This design comes from an exercise in tuning for small area and a short achievable clock period on the open sky130 flow, not from production work. At most, simulation tests tie the RTL to the original design; equivalence was not proved.

Setup of old:
==> flow/design.v (excerpt) <==
module Butterfly_Unit (
    input clk,
    input reset,
    input [1:0] operation,   
    input valid_in,
    input [11:0] a_in,
    input [11:0] b_in,
    input [11:0] zeta,
    output reg [11:0] a_out,
    output reg [11:0] b_out,
    output reg valid_out
);
Settings: LEC_CHECK=0, CAP_MARGIN=20, CORE_MARGIN=2, CORE_UTILIZATION=40, SLEW_MARGIN=20; clock period 6.5 ns.
run.sh (not shown) runs the stock make flow with config.mk's settings and CLKGATE_MAP_FILE= SYNTH_SCRIPT=/design/flow/synth_recipe.tcl, a recipe that flattens the netlist after the stock synthesis.
Per the final summary, old finished and its layout is clean on timing, DRC and antenna.
For new, these inputs were changed with respect to old:
# old
export LEC_CHECK = 0
export CAP_MARGIN = 20
export CORE_MARGIN = 2
export CORE_UTILIZATION = 40
export SLEW_MARGIN = 20
create_clock -name core_clock -period 6.5 [get_ports {clk}]
# new
export LEC_CHECK = 0
export CAP_MARGIN = 20
export CORE_MARGIN = 2
export CORE_UTILIZATION = 40
export SETUP_SLACK_MARGIN = 2.7
export SLEW_MARGIN = 20
create_clock -name core_clock -period 6.5 [get_ports {clk}]
==> summary.txt <==
old | stages: all done | timing, DRC, antenna: all pass. new went all the way through synthesis, placement and routing and the layout is clean on timing, DRC and antenna. Diff old -> new: count of vias placed by the detailed router rose by about 1.1%, cell total after placement roughly the same, total routing resource utilization after global routing +0.26 points, total stage count of the critical path shows an increase of 2, final cell count grew by 29. xc3[1]$_DFF_P_ as the launching instance or port of the critical path was reported by new, and xs3[1]$_DFF_P_ by old. old → new: final wirelength increased by about 2.7% relative to the old numbers, global-route wire length before repair +1.4%.
No run of this note included a check of the RTL's function; only the layout flow was run.

---

== red ==
Another version of the RTL of Butterfly_Unit (not shown whole).
Size: roughly 1800 cells after synthesis, ~17000 sq um of cells after synthesis.
Settings: LEC_CHECK=0, CAP_MARGIN=20, CORE_MARGIN=2, CORE_UTILIZATION=40, SETUP_SLACK_MARGIN=2.7, SLEW_MARGIN=20; clock period 6.5 ns.
diff inputs: red => blue
-- flow/config.mk --
<<< red, line 11
export SETUP_SLACK_MARGIN = 2.7
>>> blue, line 11
export SETUP_SLACK_MARGIN = 3.4
==> comparison <==
NOTE design area red->blue increased by more than 10%
A first element of the critical path of xc3[12]$_DFF_P_ is what blue shows, while px2[13]$_DFF_P_ belongs to red.
NOTE: worst path setup slack after routing in blue exceeds that of red
Summary of the comparison: worst slew slack as a fraction of its limit is lower in blue, relative to red.
First-iteration DRC count on blue is behind red.
Compared with red, in blue via count now sits higher, worst slack on hold paths now sits lower, instance area after placement now sits higher, global-route usage over all layers now sits higher.
No functional check of the RTL was part of any run of this note.

---

Another version of the RTL of Butterfly_Unit (not shown whole).
For scale: ~2100 cells after synthesis, roughly 200 flip-flops, roughly 66 I/O pins, about 0.016 mm^2 of cells after synthesis.
Design Butterfly_Unit, start of the top module:
module Butterfly_Unit (
    input clk,
    input reset,
    input [1:0] operation,   
    input valid_in,
    input [11:0] a_in,
    input [11:0] b_in,
    input [11:0] zeta,
    output reg [11:0] a_out,
    output reg [11:0] b_out,
    output reg valid_out
);
clock: 6.5 ns
lec_check: 0
abc_area: 1
cap_margin: 20
cell_pad_in_sites_detail_placement: 0
cell_pad_in_sites_global_placement: 0
core_margin: 2
core_utilization: 55
setup_slack_margin: 3.0
slew_margin: 20
tns_end_percent: 0
The starting point completed with no timing, DRC or antenna violations.
Then changed:
--- a/flow/config.mk
+++ b/flow/config.mk
@@ -6,5 +6,4 @@
 export NUM_CORES = 4
 export LEC_CHECK = 0
-export ABC_AREA = 1
 export CAP_MARGIN = 20
 export CELL_PAD_IN_SITES_DETAIL_PLACEMENT = 0
@@ -12,5 +11,5 @@
 export CORE_MARGIN = 2
 export CORE_UTILIZATION = 55
-export SETUP_SLACK_MARGIN = 3.0
+export SETUP_SLACK_MARGIN = 3.15
 export SLEW_MARGIN = 20
 export TNS_END_PERCENT = 0
The new run went through all stages and came out clean.
Register-to-register slack gains 0.04 ns.
Non-clock buffer count increases by 59.
Flip-flop and latch count is unchanged.
Then changed:
--- a/flow/config.mk
+++ b/flow/config.mk
@@ -10,6 +10,7 @@
 export CELL_PAD_IN_SITES_GLOBAL_PLACEMENT = 0
 export CORE_MARGIN = 2
-export CORE_UTILIZATION = 55
-export SETUP_SLACK_MARGIN = 3.15
+export CORE_UTILIZATION = 70
+export PLACE_DENSITY = 0.8
+export SETUP_SLACK_MARGIN = 3.0
 export SLEW_MARGIN = 20
 export TNS_END_PERCENT = 0
Wire length climbs by about 15%.
Via count climbs by about 7%.
Core utilization climbs by 20 points.
Die area drops by 21%.
Area after synthesis is unchanged.
Global-route usage climbs by 8.9 points.
Count of clock-buffer cells in the layout drops by 1.
Then changed:
--- a/flow/config.mk
+++ b/flow/config.mk
@@ -6,11 +6,10 @@
 export NUM_CORES = 4
 export LEC_CHECK = 0
-export CAP_MARGIN = 20
+export CAP_MARGIN = 5
 export CELL_PAD_IN_SITES_DETAIL_PLACEMENT = 0
 export CELL_PAD_IN_SITES_GLOBAL_PLACEMENT = 0
 export CORE_MARGIN = 2
-export CORE_UTILIZATION = 70
-export PLACE_DENSITY = 0.8
+export CORE_UTILIZATION = 55
 export SETUP_SLACK_MARGIN = 3.0
-export SLEW_MARGIN = 20
+export SLEW_MARGIN = 5
 export TNS_END_PERCENT = 0
=>
- global-route usage fell by 8.0 points
- non-clock buffer count drops by 4
- routed wire length goes down by 10%
- setup slack is better by 0.14 ns
- final area hardly moves
- sequential cell count stays the same

---

Another version of the RTL of Butterfly_Unit (not shown whole).
Size: ~1600 cells after synthesis, ~190 flip-flops, ~0.014 mm² of cells after synthesis.
export LEC_CHECK = 0
export CAP_MARGIN = 20
export CELL_PAD_IN_SITES_DETAIL_PLACEMENT = 0
export CELL_PAD_IN_SITES_GLOBAL_PLACEMENT = 0
export CORE_MARGIN = 2
export CORE_UTILIZATION = 55
export CTS_BUF_LIST = sky130_fd_sc_hd__clkbuf_4 sky130_fd_sc_hd__clkbuf_8 sky130_fd_sc_hd__clkbuf_16
export SETUP_SLACK_MARGIN = 2.85
export SLEW_MARGIN = 20
export TNS_END_PERCENT = 0
create_clock -name core_clock -period 6.5 [get_ports {clk}]
standard.sh (not shown) runs the stock make flow with config.mk's settings and CLKGATE_MAP_FILE= SYNTH_SCRIPT=/design/flow/synth_recipe.tcl, a recipe that flattens the netlist after the stock synthesis.
==> flow/flow/run.sh <==
#!/bin/bash
# The standard layout (standard.sh), except that the buffers buffer_ports puts on
# every input and output port are sky130_fd_sc_hd__buf_2 cells instead of its default pick.
# ORFS writes each step's log under orfs/logs/; standard.sh's own output goes to standard.log.
set -euo pipefail
export BUFFER_PORTS_ARGS="-buffer_cell sky130_fd_sc_hd__buf_2"
bash standard.sh finish > standard.log 2>&1
Next try:
Settings changed: CORE_UTILIZATION 55 to 62, CTS_BUF_LIST sky130_fd_sc_hd__clkbuf_4 sky130_fd_sc_hd__clkbuf_8 sky130_fd_sc_hd__clkbuf_16 to default.
Critical path depth falls by 4. Final cell count fell by 1.1%. Fmax is about the same. Hold slack stays flat. Design area stays flat. Non-clock buffer count went up by 1. Area after synthesis is unchanged.
Next try:
Settings changed: CORE_UTILIZATION 62 to 55.
The changed run produced a clean layout.
Sequential cell count is unchanged.
First-iteration DRC count falls by 14%.
Global-route usage falls by 3.6 points.
Cell area stays flat.
Wire length rises by 1.9%.
Setup slack hardly moves.
Utilization falls by 9.0 points.
Register-to-register slack is about the same.
Die area rises by 12%.
Next try:
==> flow/flow/run.sh (replaced) <==
#!/bin/bash
# The standard layout (standard.sh), except that the buffers buffer_ports puts on
# every input and output port are sky130_fd_sc_hd__buf_2 cells instead of its default pick,
# and the resizer may swap a cell for any other of the same function (MATCH_CELL_FOOTPRINT=0).
# ORFS writes each step's log under orfs/logs/; standard.sh's own output goes to standard.log.
set -euo pipefail
export BUFFER_PORTS_ARGS="-buffer_cell sky130_fd_sc_hd__buf_2"
bash standard.sh MATCH_CELL_FOOTPRINT=0 finish > standard.log 2>&1
Result: The changed run completed without violations. Count of clock-buffer cells in the layout stays the same. Synthesized area does not change. Global-route usage is about the same.
Next try:
==> flow/flow/run.sh (replaced) <==
#!/bin/bash
# The standard layout (standard.sh), except that the buffers buffer_ports puts on
# every input and output port are sky130_fd_sc_hd__buf_2 cells instead of its default pick.
# ORFS writes each step's log under orfs/logs/; standard.sh's own output goes to standard.log.
set -euo pipefail
export BUFFER_PORTS_ARGS="-buffer_cell sky130_fd_sc_hd__buf_2"
bash standard.sh finish > standard.log 2>&1
Settings changed: SETUP_SLACK_MARGIN 2.85 to 2.7.
The new run passed the timing, design-rule and antenna checks.
Worst hold slack got worse by 0.0085 ns.
Area after synthesis does not change.
Setup slack loses 0.094 ns.
Design area falls by 0.90%.
Cell count went down by 1.0%.
Wire length drops by 0.65%.
Non-clock buffer count goes down by 21.

---

## run A
Butterfly_Unit, a different RTL version from the one above (not shown whole).
For scale: ~1800 cells after synthesis, ~200 flip-flops, roughly 66 I/O pins.
make LEC_CHECK=0 CAP_MARGIN=20 CORE_MARGIN=2 CORE_UTILIZATION=65 PLACE_DENSITY=0.75 SETUP_SLACK_MARGIN=2.7 SLEW_MARGIN=20 finish   # period 6.5 ns
run.sh (not shown) runs the stock make flow with config.mk's settings and CLKGATE_MAP_FILE= SYNTH_SCRIPT=/design/flow/synth_recipe.tcl, a recipe that flattens the netlist after the stock synthesis.
Stock flow here: none of the scripts above is used.
Changes in run B relative to run A:
Settings: CORE_UTILIZATION now 55, was 65; CELL_PAD_IN_SITES_GLOBAL_PLACEMENT now 0, previously not set; PLACE_DENSITY no longer set, was 0.75; CELL_PAD_IN_SITES_DETAIL_PLACEMENT now 0, previously not set; SETUP_SLACK_MARGIN now 3.0, was 2.7; TNS_END_PERCENT now 0, previously not set.
==> comparison <==
- Run B: final area higher than run A
- Compared with run A, run B shows met2 layer wire length in the routed design higher by 920 um.
- Re final-stage net count: run A was lower than run B.
--- input diff run B..run C ---
Settings: SETUP_SLACK_MARGIN now 2.9, was 3.0; CORE_UTILIZATION now 40, was 55; TNS_END_PERCENT no longer set, was 0; CELL_PAD_IN_SITES_DETAIL_PLACEMENT no longer set, was 0; CELL_PAD_IN_SITES_GLOBAL_PLACEMENT no longer set, was 0.
==> comparison <==
Density: run C sparser than run B. The fraction of area in clock buffers and inverters reported for run C is greater than that of run B by 0.25 points. Comparing run C with run B, the length of routed met2 wiring came out essentially unchanged. Run C against run B: setup slack went down by 0.016 ns, routed wire length went up by about 0.7%.

---

RTL: one of the versions met above, not the one the previous note started from.
Size: about 1500 cells after synthesis, ~66 I/O pins.
Design Butterfly_Unit, start of the top module:
module Butterfly_Unit (
    input clk,
    input reset,
    input [1:0] operation,   
    input valid_in,
    input [11:0] a_in,
    input [11:0] b_in,
    input [11:0] zeta,
    output reg [11:0] a_out,
    output reg [11:0] b_out,
    output reg valid_out
);
clock: 6.5 ns
lec_check: 0
cap_margin: 20
cell_pad_in_sites_detail_placement: 0
cell_pad_in_sites_global_placement: 0
core_margin: 2
core_utilization: 55
setup_slack_margin: 2.85
slew_margin: 20
tns_end_percent: 0
==> next run, changes <==
--- a/flow/config.mk
+++ b/flow/config.mk
@@ -11,5 +11,6 @@
 export CORE_MARGIN = 2
 export CORE_UTILIZATION = 55
-export SETUP_SLACK_MARGIN = 2.85
+export CTS_CLUSTER_SIZE = 24
+export SETUP_SLACK_MARGIN = 3.0
 export SLEW_MARGIN = 20
 export TNS_END_PERCENT = 0
=>
- register-to-register slack gets better by 0.17 ns
- worst setup slack gets better by 0.17 ns
- routed wire length climbs by a little under a tenth
- cell area climbs by a few percent
- synthesized cell count does not change
- sequential share of layout area drops by 0.84 points
==> next run, changes <==
--- a/flow/config.mk
+++ b/flow/config.mk
@@ -11,6 +11,4 @@
 export CORE_MARGIN = 2
 export CORE_UTILIZATION = 55
-export CTS_CLUSTER_SIZE = 24
-export SETUP_SLACK_MARGIN = 3.0
+export SETUP_SLACK_MARGIN = 2.7
 export SLEW_MARGIN = 20
-export TNS_END_PERCENT = 0
After rerunning:
- worst setup slack degrades by 0.14 ns
- cell area falls by 3.4%
- global-route usage falls by 1.4 points
- wire length falls by 4.0%
- register-to-register slack degrades by 0.14 ns
- die area stays the same
- worst hold slack barely changes
- non-clock buffer count falls by 38
- critical path depth is unchanged
==> next run, changes <==
--- a/flow/config.mk
+++ b/flow/config.mk
@@ -10,5 +10,6 @@
 export CELL_PAD_IN_SITES_GLOBAL_PLACEMENT = 0
 export CORE_MARGIN = 2
-export CORE_UTILIZATION = 55
-export SETUP_SLACK_MARGIN = 2.7
+export CORE_UTILIZATION = 45
+export SETUP_SLACK_MARGIN = 3.0
 export SLEW_MARGIN = 20
+export TNS_END_PERCENT = 0
Effect: The changed run completed without violations; routed wire length grows by 0.46%; worst setup slack improves by 0.081 ns; via count decreases by 1.9%; synthesized area stays the same; clock-buffer cell count stays the same.
==> next run, changes <==
--- a/flow/config.mk
+++ b/flow/config.mk
@@ -10,5 +10,6 @@
 export CELL_PAD_IN_SITES_GLOBAL_PLACEMENT = 0
 export CORE_MARGIN = 2
-export CORE_UTILIZATION = 45
+export CORE_UTILIZATION = 55
+export GPL_TIMING_DRIVEN = 0
 export SETUP_SLACK_MARGIN = 3.0
 export SLEW_MARGIN = 20
=>
- global-route usage went up by 4.5 points
- die area went down by 18%
- wire length went up by 2.7%
- setup slack loses 0.032 ns
- core utilization went up by 14 points
- final cell count went down by 2.2%

---

RTL: one of the versions met above, not the one the previous note started from.
Size in the first run: roughly 1600 cells after synthesis, about 190 flip-flops, ~66 I/O pins.
==> flow/design.v (excerpt) <==
module Butterfly_Unit (
    input clk,
    input reset,
    input [1:0] operation,   
    input valid_in,
    input [11:0] a_in,
    input [11:0] b_in,
    input [11:0] zeta,
    output reg [11:0] a_out,
    output reg [11:0] b_out,
    output reg valid_out
);
    localparam [12:0] Q = 13'd3329;
    wire        intt0 = operation[0];
    wire        zero0 = operation[1];
    wire [12:0] d0    = {1'b0, a_in} - {1'b0, b_in};
    wire [12:0] ds0, dc0;
    CSA #(13) csa_d (.a({1'b0, a_in}), .b({1'b1, ~b_in}), .c(13'd3330), .s(ds0), .y(dc0));
    wire [12:0] dq0   = ds0 + dc0;                                   
    wire [11:0] m0    = !intt0 ? b_in : (d0[12] ? dq0[11:0] : d0[11:0]);
    wire [12:0] s0    = {1'b0, a_in & {12{~zero0}}} + {1'b0, b_in & {12{intt0 & ~zero0}}};
    reg [11:0] m1, z1;
    reg [12:0] s1;
    reg        op1;
    reg        v1;
    always @(posedge clk) begin
        m1  <= m0;
        s1  <= s0;
        z1  <= zeta & {12{~zero0}};
        op1 <= intt0;
    end
    wire [23:0] px1, py1;
    Mul12_CS mul (.a(z1), .b(m1), .x(px1), .y(py1));
    reg [23:0] px2, py2;
    reg [12:0] s2;
    reg        op2;
    reg        v2;
    always @(posedge clk) begin
        px2 <= px1;
        py2 <= py1;
        s2  <= s1;
        op2 <= op1;
    end
    wire [12:0] h2 = px2[23:11] + py2[23:11];
    wire [12:0] t0, t1;
    wire [13:0] t2;
  ...
==> flow/config.mk <==
export PLATFORM = sky130hd
export DESIGN_NAME = Butterfly_Unit
export DESIGN_NICKNAME = Butterfly_Unit
export VERILOG_FILES = /design/flow/design.v
export SDC_FILE = /design/flow/constraint.sdc
export NUM_CORES = 4
export LEC_CHECK = 0
export CAP_MARGIN = 20
export CELL_PAD_IN_SITES_DETAIL_PLACEMENT = 0
export CELL_PAD_IN_SITES_GLOBAL_PLACEMENT = 0
export CORE_MARGIN = 2
export CORE_UTILIZATION = 55
export SETUP_SLACK_MARGIN = 2.85
export SLEW_MARGIN = 20
export TNS_END_PERCENT = 0
==> flow/constraint.sdc <==
create_clock -name core_clock -period 6.5 [get_ports {clk}]
set_input_delay 1.3000 -clock core_clock [delete_from_list [all_inputs] [get_ports {clk}]]
set_output_delay 1.3000 -clock core_clock [all_outputs]
set_load 0.01 [all_outputs]
Next try:
==> flow/flow/run.sh (new file) <==
#!/bin/bash
# The standard layout (standard.sh), except that the buffers buffer_ports puts on
# every input and output port are sky130_fd_sc_hd__buf_2 cells instead of its default pick.
# ORFS writes each step's log under orfs/logs/; standard.sh's own output goes to standard.log.
set -euo pipefail
export BUFFER_PORTS_ARGS="-buffer_cell sky130_fd_sc_hd__buf_2"
bash standard.sh finish > standard.log 2>&1
==> flow/standard.sh (new file) <==
#!/bin/bash
# synth_recipe.tcl (not shown) runs the flow's synth.tcl, then flattens the netlist and writes it again
# the make line also repeats each setting of config.mk as NAME=value (left out here)
make -C /OpenROAD-flow-scripts/flow DESIGN_CONFIG=/design/flow/config.mk WORK_HOME=/design/flow/orfs CLKGATE_MAP_FILE= SYNTH_SCRIPT=/design/flow/synth_recipe.tcl "${@:-finish}"
--- a/flow/config.mk
+++ b/flow/config.mk
@@ -13 +13 @@
-export SETUP_SLACK_MARGIN = 2.85
+export SETUP_SLACK_MARGIN = 3.0
removed: flow/run.sh
Result: Synthesized area is unchanged. Design area fell by 1.7%. Cell count fell by 0.80%. Wire length fell by 0.57%. Worst hold slack degrades by 0.010 ns. Setup slack improves by 0.028 ns.

separate check: timing with driven ports:
The results above use ideal ports. As a check the final layouts listed here were re-extracted and re-timed, cells and wires unchanged. Step 1 (the two cells are an assumption about what drives the block):
set clk [get_ports {clk}]
set_driving_cell -lib_cell sky130_fd_sc_hd__clkbuf_16 $clk
set_driving_cell -lib_cell sky130_fd_sc_hd__buf_2 [delete_from_list [all_inputs] $clk]
Step 2, shift: input delay + t, output delay - t, t = (earliest + latest rising clock arrival at the registers) / 2. This alone moves slack from input paths to output paths. a / b / c = ideal / step 1 / step 2; a / b = the first two.
| run | shift t [ns] | slack for setup (ns) | worst setup path at the end | worst data-port slew with drivers (ns) |
|---|---|---|---|---|
| old | 0.512 | 1.319 / 1.319 / 1.319 | register to register | 0.03 |
| new | 0.505 | 2.232 / 2.232 / 2.232 | register to register | 0.04 |
| red | 0.514 | 2.801 / 2.801 / 2.372 | input to register | 0.07 |
| blue | 0.511 | 2.878 / 2.878 / 2.814 | input to register | 0.07 |
| the first run of note 3 | 0.494 | 2.801 / 2.801 / 2.456 | input to register | 0.04 |
| the second run of note 3 | 0.486 | 2.843 / 2.843 / 2.493 | input to register | 0.04 |
| the third run of note 3 | 0.498 | 2.775 / 2.775 / 2.430 | input to register | 0.05 |
| the fourth run of note 3 | 0.482 | 2.913 / 2.913 / 2.520 | input to register | 0.03 |
| the first run of note 4 | 0.486 | 2.884 / 2.884 / 2.430 | input to register | 0.05 |
| the second run of note 4 | 0.490 | 2.882 / 2.882 / 2.423 | input to register | 0.05 |
| the third run of note 4 | 0.486 | 2.884 / 2.884 / 2.430 | input to register | 0.05 |
| the fourth run of note 4 | 0.486 | 2.886 / 2.886 / 2.458 | input to register | 0.05 |
| the fifth run of note 4 | 0.489 | 2.791 / 2.791 / 2.368 | input to register | 0.05 |
| run A | 0.499 | 2.814 / 2.814 / 2.413 | input to register | 0.05 |
| run B | 0.495 | 3.002 / 3.002 / 2.641 | input to register | 0.04 |
| run C | 0.520 | 2.986 / 2.986 / 2.540 | input to register | 0.08 |
| the first run of note 6 | 0.477 | 2.747 / 2.747 / 2.414 | input to register | 0.04 |
| the second run of note 6 | 0.482 | 2.913 / 2.913 / 2.520 | input to register | 0.03 |
| the third run of note 6 | 0.480 | 2.771 / 2.771 / 2.320 | input to register | 0.04 |
| the fourth run of note 6 | 0.495 | 2.852 / 2.878 / 2.383 | input to register | 0.04 |
| the fifth run of note 6 | 0.487 | 2.820 / 2.820 / 2.474 | input to register | 0.03 |
| the first run of note 7 | 0.485 | 2.889 / 2.916 / 2.431 | input to register | 0.05 |
| the second run of note 7 | 0.484 | 2.917 / 2.921 / 2.455 | input to register | 0.05 |
After both steps every run listed still meets setup and hold. For the fourth run of note 6, which loses most, drivers alone change the setup slack by +0.026 ns; drivers and shift together by -0.469 ns.
